From an optimization exercise on the open Yosys and OpenROAD flow, aimed at small area and a short achievable clock period; shortcuts taken in it are not production practice. No run shown here included a check of the RTL's function; only the layout flow was run. Power and IR drop assume default switching activity.

==> flow/design.v <==
`timescale 1ns / 1ps
module mul_csa (
    input  [7:0] A,
    input  [3:0] b1,
    input  [3:0] b2,
    input  [3:0] bn,
    output [15:0] s,
    output [15:0] t
);
    wire [9:0] r0, r1, r2, r3;
    wire [7:0] r4;
    wire [9:0] ax = {1'b0, A, 1'b0};
    genvar k0;
    for (k0 = 0; k0 < 10; k0 = k0 + 1) begin : g_r0
        wire lo = (k0 < 9) ? ax[k0 + 1] : 1'b0;
        assign r0[k0] = bn[0] ^ ((b1[0] & lo) | (b2[0] & ax[k0]));
    end
    genvar k1;
    for (k1 = 0; k1 < 10; k1 = k1 + 1) begin : g_r1
        wire lo = (k1 < 9) ? ax[k1 + 1] : 1'b0;
        assign r1[k1] = bn[1] ^ ((b1[1] & lo) | (b2[1] & ax[k1]));
    end
    genvar k2;
    for (k2 = 0; k2 < 10; k2 = k2 + 1) begin : g_r2
        wire lo = (k2 < 9) ? ax[k2 + 1] : 1'b0;
        assign r2[k2] = bn[2] ^ ((b1[2] & lo) | (b2[2] & ax[k2]));
    end
    genvar k3;
    for (k3 = 0; k3 < 10; k3 = k3 + 1) begin : g_r3
        wire lo = (k3 < 9) ? ax[k3 + 1] : 1'b0;
        assign r3[k3] = bn[3] ^ ((b1[3] & lo) | (b2[3] & ax[k3]));
    end
    assign r4 = A & {8{bn[3]}};
    wire hs0 = bn[1] ^ r0[2];
    wire hc0 = bn[1] & r0[2];
    wire hs1 = r0[3] ^ r1[1];
    wire hc1 = r0[3] & r1[1];
    wire fs0 = bn[2] ^ r0[4] ^ r1[2];
    wire fc0 = (bn[2] & r0[4]) | (bn[2] & r1[2]) | (r0[4] & r1[2]);
    wire hs2 = r2[0] ^ hc1;
    wire hc2 = r2[0] & hc1;
    wire fs1 = r0[5] ^ r1[3] ^ r2[1];
    wire fc1 = (r0[5] & r1[3]) | (r0[5] & r2[1]) | (r1[3] & r2[1]);
    wire hs3 = hc2 ^ fc0;
    wire hc3 = hc2 & fc0;
    wire fs2 = bn[3] ^ r0[6] ^ r1[4];
    wire fc2 = (bn[3] & r0[6]) | (bn[3] & r1[4]) | (r0[6] & r1[4]);
    wire fs3 = r2[2] ^ r3[0] ^ fc1;
    wire fc3 = (r2[2] & r3[0]) | (r2[2] & fc1) | (r3[0] & fc1);
    wire hs4 = fs2 ^ hc3;
    wire hc4 = fs2 & hc3;
    wire fs4 = r0[7] ^ r1[5] ^ r2[3];
    wire fc4 = (r0[7] & r1[5]) | (r0[7] & r2[3]) | (r1[5] & r2[3]);
    wire fs5 = r3[1] ^ fc2 ^ fs4;
    wire fc5 = (r3[1] & fc2) | (r3[1] & fs4) | (fc2 & fs4);
    wire hs5 = hc4 ^ fc3;
    wire hc5 = hc4 & fc3;
    wire fs6 = r4[0] ^ r0[8] ^ r1[6];
    wire fc6 = (r4[0] & r0[8]) | (r4[0] & r1[6]) | (r0[8] & r1[6]);
    wire fs7 = r2[4] ^ r3[2] ^ fc4;
    wire fc7 = (r2[4] & r3[2]) | (r2[4] & fc4) | (r3[2] & fc4);
    wire fs8 = fs6 ^ fc5 ^ fs7;
    wire fc8 = (fs6 & fc5) | (fs6 & fs7) | (fc5 & fs7);
    wire fs9 = 1'b1 ^ r4[1] ^ r1[7];
    wire fc9 = (1'b1 & r4[1]) | (1'b1 & r1[7]) | (r4[1] & r1[7]);
    wire fs10 = r2[5] ^ r3[3] ^ ~r0[9];
    wire fc10 = (r2[5] & r3[3]) | (r2[5] & ~r0[9]) | (r3[3] & ~r0[9]);
    wire fs11 = fc6 ^ fs10 ^ fs9;
    wire fc11 = (fc6 & fs10) | (fc6 & fs9) | (fs10 & fs9);
    wire hs6 = fc7 ^ fs11;
    wire hc6 = fc7 & fs11;
    wire fs12 = 1'b1 ^ r4[2] ^ r1[8];
    wire fc12 = (1'b1 & r4[2]) | (1'b1 & r1[8]) | (r4[2] & r1[8]);
    wire fs13 = r2[6] ^ r3[4] ^ fc10;
    wire fc13 = (r2[6] & r3[4]) | (r2[6] & fc10) | (r3[4] & fc10);
    wire fs14 = fc9 ^ fs12 ^ fc11;
    wire fc14 = (fc9 & fs12) | (fc9 & fc11) | (fs12 & fc11);
    wire hs7 = fs13 ^ hc6;
    wire hc7 = fs13 & hc6;
    wire fs15 = r4[3] ^ r2[7] ^ r3[5];
    wire fc15 = (r4[3] & r2[7]) | (r4[3] & r3[5]) | (r2[7] & r3[5]);
    wire fs16 = ~r1[9] ^ fc12 ^ fs15;
    wire fc16 = (~r1[9] & fc12) | (~r1[9] & fs15) | (fc12 & fs15);
    wire fs17 = fc13 ^ fs16 ^ fc14;
    wire fc17 = (fc13 & fs16) | (fc13 & fc14) | (fs16 & fc14);
    wire fs18 = 1'b1 ^ r4[4] ^ r2[8];
    wire fc18 = (1'b1 & r4[4]) | (1'b1 & r2[8]) | (r4[4] & r2[8]);
    wire fs19 = r3[6] ^ fc15 ^ fs18;
    wire fc19 = (r3[6] & fc15) | (r3[6] & fs18) | (fc15 & fs18);
    wire hs8 = fc16 ^ fs19;
    wire hc8 = fc16 & fs19;
    wire fs20 = r4[5] ^ r3[7] ^ ~r2[9];
    wire fc20 = (r4[5] & r3[7]) | (r4[5] & ~r2[9]) | (r3[7] & ~r2[9]);
    wire fs21 = fc18 ^ fs20 ^ fc19;
    wire fc21 = (fc18 & fs20) | (fc18 & fc19) | (fs20 & fc19);
    wire fs22 = 1'b1 ^ r4[6] ^ r3[8];
    wire fc22 = (1'b1 & r4[6]) | (1'b1 & r3[8]) | (r4[6] & r3[8]);
    wire hs9 = fc20 ^ fs22;
    wire hc9 = fc20 & fs22;
    wire fs23 = r4[7] ^ ~r3[9] ^ fc22;
    wire fc23 = (r4[7] & ~r3[9]) | (r4[7] & fc22) | (~r3[9] & fc22);
    assign s[0] = bn[0];
    assign s[1] = r0[1];
    assign s[2] = r1[0];
    assign s[3] = hc0;
    assign s[4] = hs2;
    assign s[5] = fs1;
    assign s[6] = hs4;
    assign s[7] = fs5;
    assign s[8] = hc5;
    assign s[9] = hs6;
    assign s[10] = fs14;
    assign s[11] = hc7;
    assign s[12] = hs8;
    assign s[13] = hc8;
    assign s[14] = hs9;
    assign s[15] = hc9;
    assign t[0] = r0[0];
    assign t[1] = 1'b0;
    assign t[2] = hs0;
    assign t[3] = hs1;
    assign t[4] = fs0;
    assign t[5] = hs3;
    assign t[6] = fs3;
    assign t[7] = hs5;
    assign t[8] = fs8;
    assign t[9] = fc8;
    assign t[10] = hs7;
    assign t[11] = fs17;
    assign t[12] = fc17;
    assign t[13] = fs21;
    assign t[14] = fc21;
    assign t[15] = fs23;
endmodule
module pe (
    input clk,
    input [2:0] a,
    input [1:0] r,
    input [7:0] in1,
    input [7:0] filter,
    output reg [15:0] pe_out
);
    reg [7:0] A;
    reg [3:0] b1, b2, bn;
    reg [15:0] cs, ct;
    wire [15:0] ms, mt;
    wire [8:0] fx = {filter, 1'b0};
    wire [3:0] f1, f2, fn;
    genvar i;
    for (i = 0; i < 4; i = i + 1) begin : g_enc
        assign fn[i] = fx[2*i+2];
        assign f1[i] = fx[2*i+1] ^ fx[2*i];
        assign f2[i] = (fx[2*i+2] & ~fx[2*i+1] & ~fx[2*i]) |
                       (~fx[2*i+2] & fx[2*i+1] & fx[2*i]);
    end
    wire [7:0] B = {bn[3], b1[3] ^ bn[2], bn[2], b1[2] ^ bn[1],
                    bn[1], b1[1] ^ bn[0], bn[0], b1[0]};
    mul_csa mul (.A(A), .b1(b1), .b2(b2), .bn(bn), .s(ms), .t(mt));
    always @(posedge clk) begin
        if (r == 2'b00) begin
            A <= in1;
            b1 <= f1;
            b2 <= f2;
            bn <= fn;
        end
        if (r == 2'b01)
            pe_out <= cs + ct;
        case (a)
            3'b000: begin cs <= {8'b0, A};  ct <= {8'b0, B}; end
            3'b001: begin cs <= ms;         ct <= mt; end
            3'b010: begin cs <= {8'b0, A & B}; ct <= 16'b0; end
            3'b011: begin cs <= {8'b0, A | B}; ct <= 16'b0; end
            3'b100: begin cs <= {8'b0, ~A}; ct <= 16'b0; end
            3'b101: begin cs <= {8'b0, ~B}; ct <= 16'b0; end
            default: ;
        endcase
    end
endmodule
module TopModule (
    input clk,
    input [31:0] global_data,
    input [7:0] global_control,
    input [11:0] global_control2,
    input [31:0] global_filter,
    output [63:0] global_output
);
    genvar i;
    generate
        for (i = 0; i < 4; i = i + 1) begin : PE_INST
            pe pe_inst (
                .clk(clk),
                .a(global_control2[3*i +: 3]),
                .r(global_control[2*i +: 2]),
                .in1(global_data[8*i +: 8]),
                .filter(global_filter[8*i +: 8]),
                .pe_out(global_output[16*i +: 16])
            );
        end
    endgenerate
endmodule
==> flow/run.sh <==
#!/bin/bash
# synth_recipe.tcl (not shown) runs the flow's synth.tcl, then flattens the netlist and writes it again
# the make line also repeats each setting of config.mk as NAME=value (left out here)
make -C /OpenROAD-flow-scripts/flow DESIGN_CONFIG=/design/flow/config.mk WORK_HOME=/design/flow/orfs CLKGATE_MAP_FILE= SYNTH_SCRIPT=/design/flow/synth_recipe.tcl finish
==> flow/config.mk <==
export PLATFORM = sky130hd
export DESIGN_NAME = TopModule
export DESIGN_NICKNAME = TopModule
export VERILOG_FILES = /design/flow/design.v
export SDC_FILE = /design/flow/constraint.sdc
export NUM_CORES = 4
export LEC_CHECK = 0
export CAP_MARGIN = 20
export CORE_MARGIN = 2
export CORE_UTILIZATION = 40
export SETUP_SLACK_MARGIN = 4.5
export SLEW_MARGIN = 20
==> flow/constraint.sdc <==
create_clock -name core_clock -period 7.0 [get_ports {clk}]
set_input_delay 1.4000 -clock core_clock [delete_from_list [all_inputs] [get_ports {clk}]]
set_output_delay 1.4000 -clock core_clock [all_outputs]
set_load 0.01 [all_outputs]
==> results of run 1 <==
flip-flops by register name (all words and copies together), names as in the netlist:
register                count
PE_INST.pe_inst.cs         64
PE_INST.pe_inst.ct         64
PE_INST.pe_inst.pe_out     64
PE_INST.pe_inst.A          32
PE_INST.pe_inst.b1         16
PE_INST.pe_inst.b2         16
PE_INST.pe_inst.bn         16
metrics by stage:
stage                     std cells  cell area, um2  power (mW)   util
after detailed placement       2474           21400        4.00  0.449
after global routing           2702           24700        6.49  0.517
after global placement         2474           21400        3.98  0.449
after CTS                      2669           23800        5.99  0.498
after floorplan                1839           20000        3.51      -
final                          2702           24700        6.10  0.517
logic make-up (layout without fill, tap and decap cells):
family,count (synthesis),after routing,share of synthesized area
mux,12,12,0.00646
xor+xnor,223,223,0.101
fa+ha+maj,194,194,0.155
buf+inv,231,479,0.0452
flops,272,272,0.422
compound gates,470,470,0.162
simple gates,437,437,0.109
Yosys cell counts, types with 53 or more instances:
library cell	count	share of area
clkbuf_1	107	0.021
a21oi_1	116	0.030
ha_1	116	0.075
inv_1	92	0.018
edfxtp_1	272	0.42
o21ai_0	94	0.024
nand2_1	118	0.023
nor2_1	121	0.023
a22oi_1	108	0.042
and2_1	53	0.017
fa_1	76	0.079
xnor2_1	171	0.077
worst max-delay path: stages (launching register included):
cell and delay (ps):
edfxtp_1 500, a22oi_2 270, xnor2_2 100, fa_1 510, fa_2 370, fa_2 350
inv_2 70, fa_2 400, and2_1 140
power by group through the flow:
stage | clock [mW] | combinational (mW) | sequential [mW]
detailed placement | 0 | 1.75 | 2.25
floorplan | 0 | 1.36 | 2.15
CTS | 1.88 | 1.96 | 2.14
global route | 1.94 | 2.39 | 2.16
global placement | 0 | 1.73 | 2.25
finish | 1.83 | 2.13 | 2.14
per-layer routing:
| layer | routed length (um) | part of all wire | vias up | GRT usage |
|---|---|---|---|---|
| met5 | 0 | 0 | - | 0 |
| met4 | 1720 | 0.038 | 0 | 0.0776 |
| met3 | 2380 | 0.053 | 117 | 0.0317 |
| met2 | 22400 | 0.50 | 459 | 0.299 |
| met1 | 18700 | 0.41 | 6781 | 0.218 |
| li1 | - | - | 7000 | - |
repair_timing:
action / 4_1_cts / 5_1_grt
cloned: 0 / 1
endpoints found under the setup margin: 314 / 178
hold buffers: 0 / 0
resized for setup: 422 / 151
buffers inserted: 134 / 32
pin swaps: 73 / 104
hold endpoints to repair: 0 / 0
layout make-up:
class                      instances  area, um2
clock buffer                      38        930
clock inverter                    23        254
fill                            4166      23100
inverter                         102        403
multi-input combinational       1336      11500
sequential                       272       8170
tap                              615        769
timing repair buffer             316       2660
worst paths after layout:
kind	startpoint	end	cells after the start
worst min register to register	PE_INST[1].pe_inst.cs[0]	PE_INST[1].pe_inst.pe_out[0]	1
worst min-delay path	PE_INST[1].pe_inst.cs[0]	PE_INST[1].pe_inst.pe_out[0]	1
worst max-delay path	PE_INST[1].pe_inst.A[5]	PE_INST[1].pe_inst.ct[11]	8
worst max register to register	PE_INST[1].pe_inst.A[5]	PE_INST[1].pe_inst.ct[11]	8
==> results by group, run 1 <==
Run status
  – Status: complete, no violations

Timing
  – Max Slew Vio Count: 0
  – Worst Hold Margin: 543 ps
  – Worst slew pin tran: 942 ps
  – Fin crit share: 0.420
  – Setup Total Neg Slack: 0 ps
  – RSZ-0062 raised after global routing: yes
  – Final setup vio count: 0
  – Clock Skews: 10.8 ps
  – Max_slew headroom: 0.371
  – Final hold viol count: 0
  – Setup ws final: 4060 ps
  – Minimum clock period: 2940 ps
  – Fmax: 340 MHz

Hold path
  – Worst min path class: reg2reg

Route
  – DRT Wirelength: 45200 um
  – Via count: 14400
  – First-pass DRT Iterations: 5
  – Residual DRC: 0
  – Vias per Instance: 5.31
  – Drt wl/cell: 16.7 um
  – Remaining antenna violation count: 0
  – DRT iter0 DRCs: 989

Global route
  – Largest net degree at the start of global routing: 35
  – Grt total ovfl: 0
  – Initial antenna violation count: 0
  – Vias in the first global route: 14000
  – First-pass GRT wire length: 72000 um
  – Total GRT Usage: 0.176

Power
  – Peak supply drop: 0.000195 V
  – Total leakage power: 9.68 nW
  – P_int: 4.20 mW
  – Clk pwr share: 0.300
  – Power Dens Cells: 247 mW/mm2
  – Comb pwr share: 0.349
  – Switch Pwr: 1.90 mW
  – Switching share of power: 0.311
  – Sequential Power Share: 0.351

Synthesis
  – Ys Warns: 1
  – Synthesis-stage register bit count: 272
  – Post-Syn Nets: 2116
  – Syn Std Cell Area: 0.0194 mm2
  – Asr flop ratio synth: 0
  – Syn avg cell area: 10.5 um2
  – Gate Count Post-Synth: 1839
  – Sequential area share after synthesis: 0.422
  – EDFF count, synth: 272
  – Distinct cell type count after synthesis: 68
  – Main flop type after synthesis: edfxtp_1

Clocking
  – Clock Path Buffers: 3
  – H-tree depth: 2
  – Clock slew at reported path FFs: 60 ps
  – Total CTS buffers: 34
  – Clk latency of the worst-skew pair: 530 ps
  – CTS tree: yes
  – CTS root buffer: clkbuf_16
  – Clk sinks: 272

Floorplanning
  – Die X: 224 um
  – Initial Util: 0.405
  – Die area: 0.0502 mm2
  – Chip height: 224 um
  – Top Ports: 149
  – # rows: 80
  – Core area: 0.0477 mm2

Cells and area
  – Share of post-route cells with drive strength above 1: 0.286
  – Final nets: 2339
  – Commonest non-fill, non-tap cell in the layout: edfxtp_1
  – Most frequent cells in the layout: 272 x edfxtp_1, 148 x xnor2_1, 118 x buf_4
  – Area growth syn-to-layout: 27.4%
  – Diodes inserted: 0

Critical path
  – Crit path max fanout: 4
  – WP data required: 7280 ps
  – CP Class: reg2reg
  – Critical Path Start Type: flop
  – CP endpoint kind: flop
  – CP arrival: 3220 ps
  – R2R setup slack: 4060 ps

Flow run
  – Max Cap Viol: 0

Placement
  – Post-DP HPWL: 29500 um
  – Routability cong.: 0.857
  – Pre-CTS setup slack: 3280 ps
  – I/O Buffers: 148
==> run 2, diff against run 1 <==
--- a/flow/config.mk
+++ b/flow/config.mk
@@ -10,3 +10,2 @@
 export CORE_UTILIZATION = 40
-export SETUP_SLACK_MARGIN = 4.5
 export SLEW_MARGIN = 20
==> results by group, run 2 <==
Route
  – First-pass DRT Iterations: 5
  – Residual DRC: 0
  – DRT iter0 DRCs: 833
  – Vias per Instance: 5.36
  – Via count: 13600
  – Drt wl/cell: 16.3 um
  – DRT Wirelength: 41500 um
  – Remaining antenna violation count: 0

Timing
  – Final setup vio count: 0
  – Fin crit share: 0.506
  – Max_slew headroom: 0.314
  – RSZ-0062 raised after global routing: no
  – Fmax: 282 MHz
  – Final hold viol count: 0
  – Clock Skews: 11.1 ps
  – Setup Total Neg Slack: 0 ps
  – Max Slew Vio Count: 0
  – Worst slew pin tran: 1030 ps
  – Minimum clock period: 3540 ps

Synthesis
  – EDFF count, synth: 272
  – Syn avg cell area: 10.5 um2
  – Fraction of synthesized cell area taken by the top area cell type: 0.422
  – Sequential area share after synthesis: 0.422
  – Ys Warns: 1
  – Compound-Gate Fraction of Synth Area: 0.162
  – Distinct cell type count after synthesis: 68
  – Synthesis-stage register bit count: 272
  – Synth area leader: edfxtp_1
  – Main flop type after synthesis: edfxtp_1
  – Syn Std Cell Area: 0.0194 mm2
  – Main combinational cell family by area after synthesis: compound AO/OA/AOI/OAI gates
  – Synth top area cells: edfxtp_1 42%, fa_1 7.9%, xnor2_1 7.7%
  – Post-Syn Nets: 2116
  – Gate Count Post-Synth: 1839
  – Post-synthesis xor/xnor area fraction: 0.101
  – Asr flop ratio synth: 0
  – Mux cell area share after synthesis: 0.00646
  – Synth Area in Simple Gates: 0.109
  – Synth Area in Adders: 0.155
  – Count leader, synth: edfxtp_1
  – Synth cell count leaders: 272 x edfxtp_1, 171 x xnor2_1, 121 x nor2_1

Cells and area
  – Fillers: 4377
  – Share of post-route cells with drive strength above 1: 0.0509
  – Diodes inserted: 0
  – Area growth syn-to-layout: 15.2%
  – Biggest regs: PE_INST.pe_inst.cs: 64 flops, PE_INST.pe_inst.ct: 64 flops, PE_INST.pe_inst.pe_out: 64 flops
  – Final Cell Area: 0.0223 mm2
  – Final nets: 2177
  – Commonest non-fill, non-tap cell in the layout: edfxtp_1
  – Most frequent cells in the layout: 272 x edfxtp_1, 171 x xnor2_1, 147 x clkdlybuf4s50_1

Clocking
  – H-tree depth: 2
  – Clk latency of the worst-skew pair: 540 ps
  – Post-CTS sizing: 0
  – Clock slew at reported path FFs: 60 ps
  – CTS tree: yes
  – Clock Path Buffers: 3
  – CTS root buffer: clkbuf_16
  – Cts-stage hold buffer count: 0
  – Clk sinks: 272
  – Total CTS buffers: 34
  – Postcts setup bufs: 0

Global route
  – Grt total ovfl: 0
  – Vias in the first global route: 13400
  – Largest net degree at the start of global routing: 35
  – Total GRT Usage: 0.165
  – Initial antenna violation count: 0
  – First-pass GRT wire length: 68300 um

Hold path
  – Worst min path class: reg2reg

Power
  – Power Dens Cells: 253 mW/mm2
  – Total leakage power: 8.59 nW
  – Peak supply drop: 0.000193 V

Critical path
  – WP data required: 7300 ps
  – Critical Path Start Type: flop
  – CP arrival: 3840 ps
  – CP endpoint kind: flop
  – CP Class: reg2reg
  – Crit path max fanout: 12

Floorplanning
  – Initial Util: 0.405
  – Chip height: 224 um
  – # rows: 80
  – Die X: 224 um
  – Top Ports: 149
  – Die area: 0.0502 mm2
  – Core area: 0.0477 mm2

Flow run
  – Max Cap Viol: 0

Placement
  – Post-DP HPWL: 30200 um
  – I/O Buffers: 148
  – Placed instance area: 0.0212 mm2
  – Routability cong.: 0.854

Run status
  – Status: complete, no violations
[run 2: cell counts after synthesis]
No cell type changed its count.
[run 2: per-layer routing]
| layer | track usage | part of all wire | vias to the layer above |
|---|---|---|---|
| met5 | 0 | 0 | - |
| met4 | 0.0520 | 0.020 | 0 |
| met3 | 0.0262 | 0.047 | 59 |
| met2 | 0.285 | 0.49 | 346 |
| met1 | 0.213 | 0.45 | 6531 |
| li1 | - | - | 6672 |
[run 2: where the power goes]
| part | internal (mW) | total (mW) | switching (mW) |
|---|---|---|---|
| combinational | 0.796 | 1.67 | 0.875 |
| clock | 1.07 | 1.75 | 0.683 |
| sequential | 2.04 | 2.21 | 0.169 |
| total | 3.91 | 5.63 | 1.73 |
[run 2: cell families after synthesis]
family / Yosys count
AND/OR/NAND/NOR: 437
buffers and inverters: 231
AO/OA/AOI/OAI: 470
adder cells (fa/ha/maj): 194
multiplexers: 12
XOR/XNOR: 223
flip-flops: 272
[run 2: worst max-delay path: stages, from the launching register on]
cell and delay, ps:
edfxtp_1 760, clkinv_1 430, xnor2_1 250, fa_1 440, fa_1 400, fa_1 420
inv_1 90, fa_1 370, and2_1 140
[run 2: final cells by class]
class / instances / area, um2 / area share
multi-input combinational: 1336 / 10300 / 0.463
inverter: 102 / 383 / 0.0172
clock buffer: 42 / 945 / 0.0424
sequential: 272 / 8170 / 0.366
timing repair buffer: 154 / 1520 / 0.0682
tap: 615 / 769 / 0.0345
clock inverter: 20 / 176 / 0.00791
[run 2: path summary, 6_finish.rpt]
path | start | endpoint | slack (ps) | cells past startpoint
max | PE_INST[0].pe_inst.bn[1] | PE_INST[0].pe_inst.ct[11] | 3460 | 8
min reg2reg | PE_INST[0].pe_inst.cs[0] | PE_INST[0].pe_inst.pe_out[0] | 540 | 1
min | PE_INST[0].pe_inst.cs[0] | PE_INST[0].pe_inst.pe_out[0] | 540 | 1
max reg2reg | PE_INST[0].pe_inst.bn[1] | PE_INST[0].pe_inst.ct[11] | 3460 | 8
[run 2: stage by stage]
step	cells	total power [mW]	util	worst slack (ps)	hold WS, ps
floorplan	1839	3.40	-	3580	513
global placement	2479	3.87	0.443	3070	536
detailed placement	2479	3.91	0.443	3010	534
CTS	2541	5.69	0.467	3470	548
global route	2541	6.00	0.467	3270	559
finish	2541	5.63	0.467	3460	544

-- port drivers added, routing unchanged --
No port has a modelled driver above. Below, the same layouts with a new extraction and two added sets of constraints.
Step 1 (the two cells are an assumption about what drives the block):
set clk [get_ports {clk}]
set_driving_cell -lib_cell sky130_fd_sc_hd__clkbuf_16 $clk
set_driving_cell -lib_cell sky130_fd_sc_hd__buf_2 [delete_from_list [all_inputs] $clk]
Step 2 moves the port delays by t, midway between the first and last clock arrival at a register: inputs arrive t later, outputs are due t later. That takes back most of the time a late clock gives input paths.
Slacks: ideal ports / drivers / drivers and shift; pairs: ideal ports / drivers.
run	t (ns)	slack for setup (ns)	clock arrival spread, ns	slew at the worst register clock pin (ns)	worst slew at a driven data input, ns
run 1	0.575	4.059 / 4.059 / 3.970	0.025 / 0.025	0.07 / 0.07	0.05
run 2	0.581	3.457 / 3.457 / 2.981	0.019 / 0.019	0.06 / 0.06	0.10
After both steps every run listed still meets setup and hold. The setup slack of run 2, which loses most, moves by 0.000 ns with the drivers and by -0.476 ns with both steps.
